From an optimization exercise on the open Yosys and OpenROAD flow, aimed at small area, a short achievable clock period and few clock cycles per item; shortcuts taken in it are not production practice. At most, simulation tests tie the RTL to the original design; equivalence was not proved.

raven:
==> flow/design.v <==
`timescale 1ns/1ns
module lcm#(
parameter DATA_W = 16)
(
input [DATA_W-1:0] A,
input [DATA_W-1:0] B,
input 			vld_in,
input			rst_n,
input 			clk,
output	wire	[DATA_W*2-1:0] 	lcm_out,
output	wire 	[DATA_W-1:0]	mcd_out,
output	reg					vld_out
);
localparam W = DATA_W;
localparam P = 2*DATA_W;
reg [W-1:0] u, v;
reg [P-1:0] pu, pv;
reg         busy;
wire [W-1:0] uv = u | v;
wire [W-1:0] below;    
pfor #(W) pf (.x({uv[W-2:0], 1'b0}), .y(below));
wire [W-1:0] m = uv & ~below;
wire [W-1:0] u0 = u, v0 = v;
wire [P-1:0] pu0 = pu, pv0 = pv;
wire t1 = |(u0 & (m << 0));
wire t2 = |(u0 & (m << 1));
wire t3 = |(u0 & (m << 2));
wire t4 = |(u0 & (m << 3));
wire t5 = |(u0 & (m << 4));
wire t6 = |(v0 & (m << 0));
wire t7 = |(v0 & (m << 1));
wire t8 = |(v0 & (m << 2));
wire t9 = |(v0 & (m << 3));
wire t10 = |(v0 & (m << 4));
wire [W-1:0] u1, v1;
wire [P-1:0] pu1, pv1;
wire t11 = ~t1;
wire t12 = ~t6 & ~t11;
assign u1 = t11 ? (u0 >> 1) : u0;
assign pu1 = t11 ? (pu0 << 1) : pu0;
assign v1 = t12 ? (v0 >> 1) : v0;
assign pv1 = t12 ? (pv0 << 1) : pv0;
wire t13 = t11 ? t2 : t1;
wire t14 = t11 ? t3 : t2;
wire t15 = t11 ? t4 : t3;
wire t16 = t11 ? t5 : t4;
wire t17 = t12 ? t7 : t6;
wire t18 = t12 ? t8 : t7;
wire t19 = t12 ? t9 : t8;
wire t20 = t12 ? t10 : t9;
wire [W-1:0] u2, v2;
wire [P-1:0] pu2, pv2;
wire [W-1:0] d2, ad2; wire bo2, lt2, eq2;
fcmp #(W) cmp2 (.a(u1), .b(v1), .lt(lt2), .eq(eq2));
rsub #(W) sub2 (.a(lt2 ? v1 : u1), .b(lt2 ? u1 : v1), .d(ad2), .lt(bo2));
assign u2 = ad2;
radd #(P) add2 (.a(pu1), .b(pv1), .s(pv2));
assign v2 = lt2 ? u1 : v1;
assign pu2 = lt2 ? pv1 : pu1;
wire t21 = t13 ^ t17 ^ 1'b0;
wire t22 = (~t13 & t17) | (~(t13 ^ t17) & 1'b0);
wire t23 = t14 ^ t18 ^ t22;
wire t24 = (~t14 & t18) | (~(t14 ^ t18) & t22);
wire t25 = t15 ^ t19 ^ t24;
wire t26 = (~t15 & t19) | (~(t15 ^ t19) & t24);
wire t27 = t16 ^ t20 ^ t26;
wire t28 = (~t16 & t20) | (~(t16 ^ t20) & t26);
wire t29 = t21 ^ (lt2 & 1'b0);
wire t30 = 1'b0 | t21;
wire t31 = t23 ^ (lt2 & t30);
wire t32 = t30 | t23;
wire t33 = t25 ^ (lt2 & t32);
wire t34 = t32 | t25;
wire t35 = t27 ^ (lt2 & t34);
wire t36 = t34 | t27;
wire t37 = lt2 ? t13 : t17;
wire t38 = lt2 ? t14 : t18;
wire t39 = lt2 ? t15 : t19;
wire t40 = lt2 ? t16 : t20;
wire t41 = 1'b0 | eq2;
wire [W-1:0] u3, v3;
wire [P-1:0] pu3, pv3;
wire t42 = ~t29;
assign u3 = t42 ? (u2 >> 1) : u2;
assign pu3 = t42 ? (pu2 << 1) : pu2;
assign v3 = v2;
assign pv3 = pv2;
wire t43 = t42 ? t31 : t29;
wire t44 = t42 ? t33 : t31;
wire t45 = t42 ? t35 : t33;
wire [W-1:0] u4, v4;
wire [P-1:0] pu4, pv4;
wire t46 = ~t43;
assign u4 = t46 ? (u3 >> 1) : u3;
assign pu4 = t46 ? (pu3 << 1) : pu3;
assign v4 = v3;
assign pv4 = pv3;
wire t47 = t46 ? t44 : t43;
wire t48 = t46 ? t45 : t44;
wire [W-1:0] u5, v5;
wire [P-1:0] pu5, pv5;
wire t49 = ~t47;
assign u5 = t49 ? (u4 >> 1) : u4;
assign pu5 = t49 ? (pu4 << 1) : pu4;
assign v5 = v4;
assign pv5 = pv4;
wire t50 = t49 ? t48 : t47;
wire [W-1:0] u6, v6;
wire [P-1:0] pu6, pv6;
wire [W-1:0] d6, ad6; wire bo6, lt6, eq6;
rsub #(W) sub6 (.a(u5), .b(v5), .d(d6), .lt(bo6));
assign lt6 = bo6;
assign eq6 = ~|d6;
cneg #(W) neg6 (.x(d6), .n(lt6), .y(ad6));
wire t51 = lt6 & ~t41;
assign u6 = ad6 & {W{~t41}};
radd #(P) add6 (.a(pv5), .b(pu5 & {P{~t41}}), .s(pv6));
assign v6 = t51 ? u5 : v5;
assign pu6 = t51 ? pv5 : pu5;
wire t52 = t50 ^ t37 ^ 1'b0;
wire t53 = (~t50 & t37) | (~(t50 ^ t37) & 1'b0);
wire t54 = t41 | eq6;
wire [W-1:0] u7, v7;
wire [P-1:0] pu7, pv7;
wire t55 = |(u6 & (m << 0));
wire t56 = ~t55;
assign u7 = t56 ? (u6 >> 1) : u6;
assign pu7 = t56 ? (pu6 << 1) : pu6;
assign v7 = v6;
assign pv7 = pv6;
wire [W-1:0] u8, v8;
wire [P-1:0] pu8, pv8;
wire t57 = |(u7 & (m << 0));
wire t58 = ~t57;
assign u8 = t58 ? (u7 >> 1) : u7;
assign pu8 = t58 ? (pu7 << 1) : pu7;
assign v8 = v7;
assign pv8 = pv7;
wire done = t54;    
always @(posedge clk) begin
	if (!busy) begin
		u  <= A;
		v  <= B;
		pu <= {P{1'b0}};
		pv <= {{W{1'b0}}, A};
	end
	else begin
		u  <= u8;
		v  <= v8;
		pu <= pu8;
		pv <= pv8;
	end
end
always @(posedge clk or negedge rst_n)
	if (!rst_n) begin
		busy    <= 1'b0;
		vld_out <= 1'b0;
	end
	else begin
		busy    <= vld_in | (busy & ~done);
		vld_out <= busy & ~vld_in & done;
	end
assign mcd_out = v;
assign lcm_out = pv;
endmodule
module radd #(parameter N = 32) (input [N-1:0] a, input [N-1:0] b, output [N-1:0] s);
wire [N:0] c;
assign c[0] = 1'b0;
genvar i;
generate for (i = 0; i < N; i = i + 1) begin : g
	assign s[i] = a[i] ^ b[i] ^ c[i];
	assign c[i+1] = (a[i] & b[i]) | (c[i] & (a[i] ^ b[i]));
end endgenerate
endmodule
module rsub #(parameter N = 16) (input [N-1:0] a, input [N-1:0] b, output [N-1:0] d, output lt);
wire [N:0] c;
assign c[0] = 1'b1;
genvar i;
generate for (i = 0; i < N; i = i + 1) begin : g
	assign d[i] = a[i] ^ ~b[i] ^ c[i];
	assign c[i+1] = (a[i] & ~b[i]) | (c[i] & (a[i] ^ ~b[i]));
end endgenerate
assign lt = ~c[N];
endmodule
module cneg #(parameter N = 16) (input [N-1:0] x, input n, output [N-1:0] y);
wire [N:0] seen;
assign seen[0] = 1'b0;
genvar i;
generate for (i = 0; i < N; i = i + 1) begin : g
	assign y[i] = x[i] ^ (n & seen[i]);
	assign seen[i+1] = seen[i] | x[i];
end endgenerate
endmodule
module pfor #(parameter N = 16) (input [N-1:0] x, output [N-1:0] y);
generate
if (N == 1) begin : leaf
	assign y = x;
end
else begin : node
	wire [N/2-1:0] yl, yh;
	pfor #(N/2) lo (.x(x[N/2-1:0]), .y(yl));
	pfor #(N/2) hi (.x(x[N-1:N/2]), .y(yh));
	assign y = {yh | {(N/2){yl[N/2-1]}}, yl};
end
endgenerate
endmodule
module fcmp #(parameter N = 16) (input [N-1:0] a, input [N-1:0] b, output lt, output eq);
generate
if (N == 1) begin : leaf
	assign lt = ~a[0] & b[0];
	assign eq = ~(a[0] ^ b[0]);
end
else begin : node
	wire lth, eqh, ltl, eql;
	fcmp #(N/2) hi (.a(a[N-1:N/2]), .b(b[N-1:N/2]), .lt(lth), .eq(eqh));
	fcmp #(N/2) lo (.a(a[N/2-1:0]), .b(b[N/2-1:0]), .lt(ltl), .eq(eql));
	assign lt = lth | (eqh & ltl);
	assign eq = eqh & eql;
end
endgenerate
endmodule
export LEC_CHECK = 0
export ABC_AREA = 1
export CAP_MARGIN = 20
export CORE_MARGIN = 2
export CORE_UTILIZATION = 40
export CTS_BUF_LIST = sky130_fd_sc_hd__clkbuf_4 sky130_fd_sc_hd__clkbuf_8
export SLEW_MARGIN = 20
create_clock -name core_clock -period 100.0 [get_ports {clk}]
standard.sh (not shown) runs the stock make flow with config.mk's settings and CLKGATE_MAP_FILE= SYNTH_SCRIPT=/design/flow/synth_recipe.tcl, a recipe that flattens the netlist after the stock synthesis.
==> flow/flow/run.sh <==
#!/bin/bash
# Own layout flow: the standard flow (standard.sh) with two changes:
#  1. synthesis maps the logic with ABC's area mapper (amap, script
#     flow/abc_area_map.script) instead of ORFS's abc_area.script; every other
#     synthesis step, the registers and their names are the standard flow's own
#     (synth_recipe.tcl is used unchanged, with the abc command wrapped);
#  2. the port buffers are plain buf_1 cells (buffer_ports would pick
#     clkdlybuf4s50_1, which is bigger and slower).
# Each tool's output goes to a log in this folder (and ORFS's own logs under
# orfs/logs).
set -euo pipefail
here=$(pwd)
scr="$here/flow/abc_area_map.script"
{
  cat <<EOT
proc abc {args} {
  set i [lsearch -exact \$args -script]
  if {\$i >= 0} { lset args [expr {\$i + 1}] {$scr} }
  yosys abc {*}\$args
}
EOT
  cat synth_recipe.tcl
} > my_synth.tcl
sed "s#SYNTH_SCRIPT=[^ ]*#SYNTH_SCRIPT=$here/my_synth.tcl#" standard.sh > my_standard.sh
grep -q "SYNTH_SCRIPT=$here/my_synth.tcl" my_standard.sh
export BUFFER_PORTS_ARGS="-buffer_cell sky130_fd_sc_hd__buf_1"
bash my_standard.sh > flow.log 2>&1
==> flow/flow/abc_area_map.script <==
strash
dch
amap
topo
stime -c
buffer -c
upsize -c
dnsize -c
raven ran to completion and came out clean on the timing, design-rule and antenna checks.
diff inputs: raven => harbor
-- flow/design.v --
<<< raven, line 129
assign v7 = v6;
assign pv7 = pv6;
wire [W-1:0] u8, v8;
wire [P-1:0] pu8, pv8;
wire t57 = |(u7 & (m << 0));
wire t58 = ~t57;
assign u8 = t58 ? (u7 >> 1) : u7;
assign pu8 = t58 ? (pu7 << 1) : pu7;
assign v8 = v7;
assign pv8 = pv7;
wire done = t54;    
always @(posedge clk) begin
>>> harbor, line 129
assign v7 = v6;
assign pv7 = pv6;
wire done = t54;    
always @(posedge clk) begin
<<< raven, line 146
	end
	else begin
		u  <= u8;
		v  <= v8;
		pu <= pu8;
		pv <= pv8;
	end
end
>>> harbor, line 138
	end
	else begin
		u  <= u7;
		v  <= v7;
		pu <= pu7;
		pv <= pv7;
	end
end
Results
Having completed the whole flow, harbor delivered a layout that passed the timing, design-rule and antenna checks.
NOTE final cell count without fillers raven->harbor decreased by a few percent
Post-synthesis share of cell area spent on full adders, half adders and majority gates up 0.95 points in harbor wrt raven
When harbor is measured against raven, its final period utilization turns out 0.49 points lower.
Looking at synthesized cell area, harbor sits 460 µm² lower than raven does.
Comparing the two runs side by side, harbor comes out ahead of raven on first-pass GRT wire length.
NOTE: layout overhead on the synthesized area in harbor exceeds that of raven
Testbench counts of harbor, summed over its fixed seeds: cycles 10,853, items 1,600.
The RTL of raven was laid out without a check of its function.

-- port drivers added, routing unchanged --
In the flow no input, the clock included, has a driving cell. The finished layouts below were timed again as built, in two steps. Step 1 assumes that a clkbuf_16 drives the clock port and a buf_2 every other input. Step 2 adds t to the input delays and takes it off the output delays; t is the mean of the earliest and latest rising clock arrival at the registers after step 1. Input paths then give back, and output paths get back, about the clock's delay inside the block. a / b / c = ideal / step 1 / step 2; a / b = the first two.
run | t, ns | slack for setup (ns) | worst setup path after step 2 | slew at the worst register clock pin (ns) | cell pins on the clock port's net
raven | 0.442 | 78.484 / 78.484 / 78.484 | register to register | 0.13 / 0.13 | 1
harbor | 0.437 | 78.979 / 78.936 / 79.373 | register to output | 0.11 / 0.11 | 1
After both steps setup and hold are still met in every run listed.
